Background: an optimization exercise with open tools, aiming at small area and a short achievable clock period. Do not read the settings as production practice.
The RTL was checked by simulation tests, not by an equivalence proof against the original design.
Power figures rest on the tool's default switching activity, not on a simulated workload.

Design resa_subarray, start of the top module:
module resa_subarray (
    input  wire         clk,
    input  wire         rst,
    input  wire [1:0]   dataflow_sel,
    input  wire         stationary_sel,
    input  wire [63:0]  array_ifmap_in,
    input  wire [63:0]  array_weight_in,
    input  wire [127:0] array_psum_in_v,
    input  wire [127:0] array_psum_in_h,
    output wire [63:0]  array_ifmap_out,
    output wire [63:0]  array_weight_out,
    output wire [127:0] array_psum_out_v,
    output wire [127:0] array_psum_out_h
);
Size in the first run: ~8,600 cells after synthesis, roughly 1,500 flip-flops, roughly 770 I/O pins, roughly 89,000 um2 of cells after synthesis.
==> flow/config.mk <==
export PLATFORM = sky130hd
export DESIGN_NAME = resa_subarray
export DESIGN_NICKNAME = resa_subarray
export VERILOG_FILES = /design/flow/design.v
export SDC_FILE = /design/flow/constraint.sdc
export NUM_CORES = 4
export LEC_CHECK = 0
export CAP_MARGIN = 20
export CORE_MARGIN = 2
export CORE_UTILIZATION = 65
export PLACE_DENSITY = 0.7
export SLEW_MARGIN = 20
export SYNTH_HIERARCHICAL = 1
==> flow/constraint.sdc <==
create_clock -name core_clock -period 10.0 [get_ports {clk}]
set_input_delay 2.0000 -clock core_clock [delete_from_list [all_inputs] [get_ports {clk}]]
set_output_delay 2.0000 -clock core_clock [all_outputs]
set_load 0.01 [all_outputs]
standard.sh (not shown) runs the stock make flow with config.mk's settings and CLKGATE_MAP_FILE= SYNTH_SCRIPT=/design/flow/synth_recipe.tcl, a recipe that flattens the netlist after the stock synthesis.
==> flow/flow/run.sh <==
#!/bin/bash
# The standard layout, with changes made through ORFS's own variables only:
# clock tree synthesis without dummy loads and with larger sink clusters, port buffers of cell buf_1, and
# timing repair aiming at a 5.0 ns setup margin. Each tool's output is kept
# in the ORFS logs under orfs/logs; make's own output goes to
# make_finish.log here.
set -euo pipefail
export CTS_ARGS="-sink_clustering_enable -repair_clock_nets -dont_use_dummy_load -sink_clustering_size 20 -sink_clustering_max_diameter 80"
export BUFFER_PORTS_ARGS="-buffer_cell sky130_fd_sc_hd__buf_1"
export SETUP_SLACK_MARGIN=5.0
bash standard.sh finish > make_finish.log 2>&1
The baseline completed with no timing, DRC or antenna violations.
Rerun with:
==> flow/flow/run.sh (replaced) <==
#!/bin/bash
# The standard layout, with changes made through ORFS's own variables only:
# clock tree synthesis without dummy loads and with larger sink clusters, port buffers of cell buf_2, and
# timing repair aiming at a 5.0 ns setup margin. Each tool's output is kept
# in the ORFS logs under orfs/logs; make's own output goes to
# make_finish.log here.
set -euo pipefail
export CTS_ARGS="-sink_clustering_enable -repair_clock_nets -dont_use_dummy_load -sink_clustering_size 20 -sink_clustering_max_diameter 80"
export BUFFER_PORTS_ARGS="-buffer_cell sky130_fd_sc_hd__buf_2"
export SETUP_SLACK_MARGIN=5.0
bash standard.sh finish > make_finish.log 2>&1
- CORE_UTILIZATION: 65 -> 60
- PLACE_DENSITY: 0.7 -> 0.68
What happened: Design area grows slightly; setup slack improved by 0.015 ns; die area climbs by a little under a tenth; routed wire length grows slightly; critical path depth went up by 5; hold slack gets worse by 0.015 ns; fmax grows slightly; non-clock buffer count rises by 37; combinational power hardly moves; clock skew fell by 0.055 ns; utilization shrinks by 4.9 points.
Rerun with:
--- a/flow/flow/run.sh
+++ b/flow/flow/run.sh
@@ -3,3 +3,3 @@
 # clock tree synthesis without dummy loads and with larger sink clusters, port buffers of cell buf_2, and
-# timing repair aiming at a 5.0 ns setup margin. Each tool's output is kept
+# timing repair aiming at a 5.15 ns setup margin. Each tool's output is kept
 # in the ORFS logs under orfs/logs; make's own output goes to
@@ -9,3 +9,3 @@
 export BUFFER_PORTS_ARGS="-buffer_cell sky130_fd_sc_hd__buf_2"
-export SETUP_SLACK_MARGIN=5.0
+export SETUP_SLACK_MARGIN=5.15
 bash standard.sh finish > make_finish.log 2>&1
What happened: The new run finished with timing, DRC and antenna clean. Routed wire length went up by a few percent. Hold slack gets worse by 0.012 ns. Via count went up slightly. Worst setup slack gets better by 0.060 ns. Critical path depth went up by 6. Die area stays the same. Non-clock buffer count went up by 33. Global-route usage went up by 0.68 points.

== build 51 ==
Another version of the RTL of resa_subarray (not shown whole).
Size: ~1,500 flip-flops, ~93,000 um2 of cells after synthesis.
export LEC_CHECK = 0
export CAP_MARGIN = 20
export CORE_MARGIN = 2
export CORE_UTILIZATION = 60
export PLACE_DENSITY = 0.68
export SETUP_SLACK_MARGIN = 4.5
export SLEW_MARGIN = 20
export SYNTH_HIERARCHICAL = 1
create_clock -name core_clock -period 10.0 [get_ports {clk}]
run.sh (not shown) runs the stock make flow with config.mk's settings and CLKGATE_MAP_FILE= SYNTH_SCRIPT=/design/flow/synth_recipe.tcl, a recipe that flattens the netlist after the stock synthesis.
Stock flow here: none of the scripts above is used.
Per the final summary, build 51 finished and its layout is clean on timing, DRC and antenna.
--- input diff build 51..build 83 ---
Settings: SETUP_SLACK_MARGIN: 4.5 -> unset.
==> flow/flow/run.sh (new file) <==
#!/bin/bash
# The standard layout, with two changes made through ORFS's own variables:
# clock tree synthesis without dummy loads, and timing repair aiming at a
# 5.5 ns setup margin. Each tool's output is kept in the ORFS logs under
# orfs/logs; make's own output goes to make_finish.log here.
set -euo pipefail
export CTS_ARGS="-sink_clustering_enable -repair_clock_nets -dont_use_dummy_load"
export SETUP_SLACK_MARGIN=5.5
bash standard.sh finish > make_finish.log 2>&1
==> flow/standard.sh (new file) <==
#!/bin/bash
# synth_recipe.tcl (not shown) runs the flow's synth.tcl, then flattens the netlist and writes it again
# the make line also repeats each setting of config.mk as NAME=value (left out here)
make -C /OpenROAD-flow-scripts/flow DESIGN_CONFIG=/design/flow/config.mk WORK_HOME=/design/flow/orfs CLKGATE_MAP_FILE= SYNTH_SCRIPT=/design/flow/synth_recipe.tcl "${@:-finish}"
removed: flow/run.sh
[summary]
- Critical path depth came out higher on build 83 than on build 51.
- Per the comparison of build 83 with build 51, wire length on met2 went up; maximum VDD drop saw an increase.
- Cmp build 83 and build 51 / worst hold slack / higher: build 51
- Between build 51 and build 83, the flow reports design area increasing by a few percent.
- Build 83: net count reported at finish 425 above build 51
> inputs changed (build 83 -> build 89)
Settings: SETUP_SLACK_MARGIN newly set to 5.0.
==> flow/run.sh (new file) <==
#!/bin/bash
# synth_recipe.tcl (not shown) runs the flow's synth.tcl, then flattens the netlist and writes it again
# the make line also repeats each setting of config.mk as NAME=value (left out here)
make -C /OpenROAD-flow-scripts/flow DESIGN_CONFIG=/design/flow/config.mk WORK_HOME=/design/flow/orfs CLKGATE_MAP_FILE= SYNTH_SCRIPT=/design/flow/synth_recipe.tcl finish
removed: flow/flow/run.sh
removed: flow/standard.sh
==> comparison <==
Xor and xnor area share after synthesis: build 83 vs build 89 identical
Compared with build 83, build 89 shows a lower vias per cell.
Delta (build 89 minus build 83): non-clock buffer count down about 30%, part of the total power dissipated in sequential elements climbed 0.5 points.
The run showing the smaller sum of routed wire length over all layers is build 89.
On cell area: build 89 sits below build 83.
The final reports for build 89 and build 83 show post-CTS setup buffer count lower in the former.
In build 89, the final core area utilization came out 2.3 points below the value in build 83.
When build 89 is measured against build 83, its via count turns out 2,786 lower.
In the metrics for build 89 and build 83, the one carrying the lower fraction of area in clock buffers and inverters is build 83.

nickel:
resa_subarray, a different RTL version from the one above (not shown whole).
Size in the first run: ~8500 cells after synthesis, roughly 1500 flip-flops, about 770 I/O pins, ~89000 um^2 of cells after synthesis.
clock: 10.0 ns
lec_check: 0
cap_margin: 20
core_margin: 2
core_utilization: 60
place_density: 0.68
slew_margin: 20
synth_hierarchical: 1
standard.sh (not shown) runs the stock make flow with config.mk's settings and CLKGATE_MAP_FILE= SYNTH_SCRIPT=/design/flow/synth_recipe.tcl, a recipe that flattens the netlist after the stock synthesis.
==> flow/flow/run.sh <==
#!/bin/bash
# The standard layout, with changes made through ORFS's own variables only:
# clock tree synthesis without dummy loads and with larger sink clusters, port buffers of cell buf_2, and
# timing repair aiming at a 5.0 ns setup margin. Each tool's output is kept
# in the ORFS logs under orfs/logs; make's own output goes to
# make_finish.log here.
set -euo pipefail
export CTS_ARGS="-sink_clustering_enable -repair_clock_nets -dont_use_dummy_load -sink_clustering_size 20 -sink_clustering_max_diameter 80"
export BUFFER_PORTS_ARGS="-buffer_cell sky130_fd_sc_hd__buf_2"
export SETUP_SLACK_MARGIN=5.0
bash standard.sh finish > make_finish.log 2>&1
Modified inputs, raven compared to nickel
--- a/flow/flow/run.sh
+++ b/flow/flow/run.sh
@@ -8 +8 @@
-export CTS_ARGS="-sink_clustering_enable -repair_clock_nets -dont_use_dummy_load -sink_clustering_size 20 -sink_clustering_max_diameter 80"
+export CTS_ARGS="-sink_clustering_enable -repair_clock_nets -dont_use_dummy_load -sink_clustering_size 26 -sink_clustering_max_diameter 100"
## What came out
- Every stage of the flow completed for raven, and the final layout passed the timing, design-rule and antenna checks.
- Taking nickel as the reference, in raven share of layout cells above drive strength 1 now sits lower, final wirelength now sits at about the same level, length of routed wiring on met1 now sits at about the same level, number of diodes now sits higher, met2 global-route usage now sits at about the same level.
- Changes observed in raven relative to nickel: core utilization went down; aggregate negative setup slack did not really move.

resa_subarray, a different RTL version from the one above (not shown whole).
Size: ~8500 cells after synthesis, about 1600 flip-flops, roughly 89000 µm² of cells after synthesis.
clock: 10.0 ns
lec_check: 0
cap_margin: 20
core_margin: 2
core_utilization: 70
place_density: 0.74
slew_margin: 20
synth_hierarchical: 1
==> flow/flow/run.sh <==
#!/bin/bash
# The standard layout, with changes made through ORFS's own variables only:
# clock tree synthesis without dummy loads and with larger sink clusters, port buffers of cell buf_1, and
# timing repair aiming at a 5.0 ns setup margin. Each tool's output is kept
# in the ORFS logs under orfs/logs; make's own output goes to
# make_finish.log here.
set -euo pipefail
export CTS_ARGS="-sink_clustering_enable -repair_clock_nets -dont_use_dummy_load -sink_clustering_size 20 -sink_clustering_max_diameter 80"
export BUFFER_PORTS_ARGS="-buffer_cell sky130_fd_sc_hd__buf_1"
export SETUP_SLACK_MARGIN=5.0
bash standard.sh finish > make_finish.log 2>&1
The baseline finished clean.
Edit:
==> flow/flow/run.sh (replaced) <==
#!/bin/bash
# The standard layout, with changes made through ORFS's own variables only:
# clock tree synthesis without dummy loads and with larger sink clusters, port buffers of cell buf_1, and
# timing repair aiming at a 5.25 ns setup margin. Each tool's output is kept
# in the ORFS logs under orfs/logs; make's own output goes to
# make_finish.log here.
set -euo pipefail
export CTS_ARGS="-sink_clustering_enable -repair_clock_nets -dont_use_dummy_load -sink_clustering_size 20 -sink_clustering_max_diameter 80"
export BUFFER_PORTS_ARGS="-buffer_cell sky130_fd_sc_hd__buf_1"
export SETUP_SLACK_MARGIN=5.25
bash standard.sh finish > make_finish.log 2>&1
--- a/flow/config.mk
+++ b/flow/config.mk
@@ -8,6 +8,6 @@
 export CAP_MARGIN = 20
 export CORE_MARGIN = 2
-export CORE_UTILIZATION = 70
-export PLACE_DENSITY = 0.74
+export CORE_UTILIZATION = 65
+export PLACE_DENSITY = 0.7
 export SLEW_MARGIN = 20
 export SYNTH_HIERARCHICAL = 1
Effect:
- setup slack improves by 100 ps
- die area is higher by a little under a tenth
- combinational power increases by a few percent
- core utilization drops by 3.0 points
- routed wire length went up by a few percent
- synthesized cell count stays the same
- via count goes up slightly
- critical path depth increases by 3
- total power grows slightly
- hold slack gains 15 ps
Edit:
==> flow/flow/run.sh (replaced) <==
#!/bin/bash
# The standard layout, with changes made through ORFS's own variables only:
# clock tree synthesis without dummy loads and with larger sink clusters, port buffers of cell buf_1, and
# timing repair aiming at a 5.15 ns setup margin. Each tool's output is kept
# in the ORFS logs under orfs/logs; make's own output goes to
# make_finish.log here.
set -euo pipefail
export CTS_ARGS="-sink_clustering_enable -repair_clock_nets -dont_use_dummy_load -sink_clustering_size 20 -sink_clustering_max_diameter 80"
export BUFFER_PORTS_ARGS="-buffer_cell sky130_fd_sc_hd__buf_1"
export SETUP_SLACK_MARGIN=5.15
bash standard.sh finish > make_finish.log 2>&1
What happened:
- synthesized cell count stays the same
- core utilization goes down by 1.2 points
- worst hold slack loses 13 ps
- routed wire length drops by 3.1%
- design area went down by 1.6%
- via count came out lower by 1.5%
- non-clock buffer count goes down by 88
- clock-buffer cell count stays the same
- clock skew went up by 19 ps
- global-route usage went down by 0.57 points
- combinational power falls by 3.3%
Edit:
==> flow/flow/run.sh (replaced) <==
#!/bin/bash
# The standard layout, with changes made through ORFS's own variables only:
# clock tree synthesis without dummy loads and with larger sink clusters, port buffers of cell buf_1, and
# timing repair aiming at a 5.0 ns setup margin. Each tool's output is kept
# in the ORFS logs under orfs/logs; make's own output goes to
# make_finish.log here.
set -euo pipefail
export CTS_ARGS="-sink_clustering_enable -repair_clock_nets -dont_use_dummy_load -sink_clustering_size 20 -sink_clustering_max_diameter 80"
export BUFFER_PORTS_ARGS="-buffer_cell sky130_fd_sc_hd__buf_1"
export SETUP_SLACK_MARGIN=5.0
bash standard.sh finish > make_finish.log 2>&1
Critical path depth does not change. Design area came out lower by 1.4%. Combinational power is lower by about 0.9%. Count of clock-buffer cells in the layout shrinks by 2. Setup slack loses 46 ps.

==> what the ideal ports hide <==
No port has a modelled driver above. Below, the same layouts with a new extraction and two added sets of constraints. Step 1: set_driving_cell puts a clkbuf_16 on clk and a buf_2 on each other input, an assumption about the parent block. Step 2 also shifts input and output timing later by t, the mid clock arrival at the registers, as if the neighbouring blocks saw the same clock. a / b / c = ideal / step 1 / step 2; a / b = the first two.
run | t (ns) | setup slack, ns | clock arrival spread, ns | slew at the worst register clock pin (ns)
the first run of note 1 | 0.781 | 5.078 / 5.015 / 4.329 | 0.140 / 0.140 | 0.09 / 0.09
the second run of note 1 | 0.785 | 5.093 / 5.048 / 4.263 | 0.101 / 0.101 | 0.09 / 0.09
the third run of note 1 | 0.786 | 5.153 / 5.153 / 4.451 | 0.136 / 0.136 | 0.09 / 0.09
build 51 | 0.887 | 4.619 / 4.528 / 3.822 | 0.061 / 0.060 | 0.07 / 0.07
build 83 | 0.848 | 5.125 / 5.070 / 4.305 | 0.123 / 0.123 | 0.06 / 0.06
build 89 | 0.881 | 5.053 / 4.963 / 4.181 | 0.071 / 0.071 | 0.07 / 0.07
nickel | 0.798 | 5.103 / 5.062 / 4.264 | 0.101 / 0.100 | 0.09 / 0.09
raven | 0.788 | 5.069 / 4.754 / 3.966 | 0.151 / 0.152 | 0.11 / 0.11
the first run of note 4 | 0.774 | 5.082 / 5.017 / 4.364 | 0.118 / 0.118 | 0.09 / 0.09
the second run of note 4 | 0.789 | 5.183 / 5.114 / 4.565 | 0.128 / 0.127 | 0.09 / 0.09
the third run of note 4 | 0.789 | 5.164 / 5.096 / 4.534 | 0.156 / 0.157 | 0.09 / 0.09
the fourth run of note 4 | 0.781 | 5.118 / 5.051 / 4.379 | 0.146 / 0.146 | 0.09 / 0.09
After both steps setup and hold are still met in every run listed. For raven, which loses most, drivers alone change the setup slack by -0.315 ns; drivers and shift together by -1.103 ns.
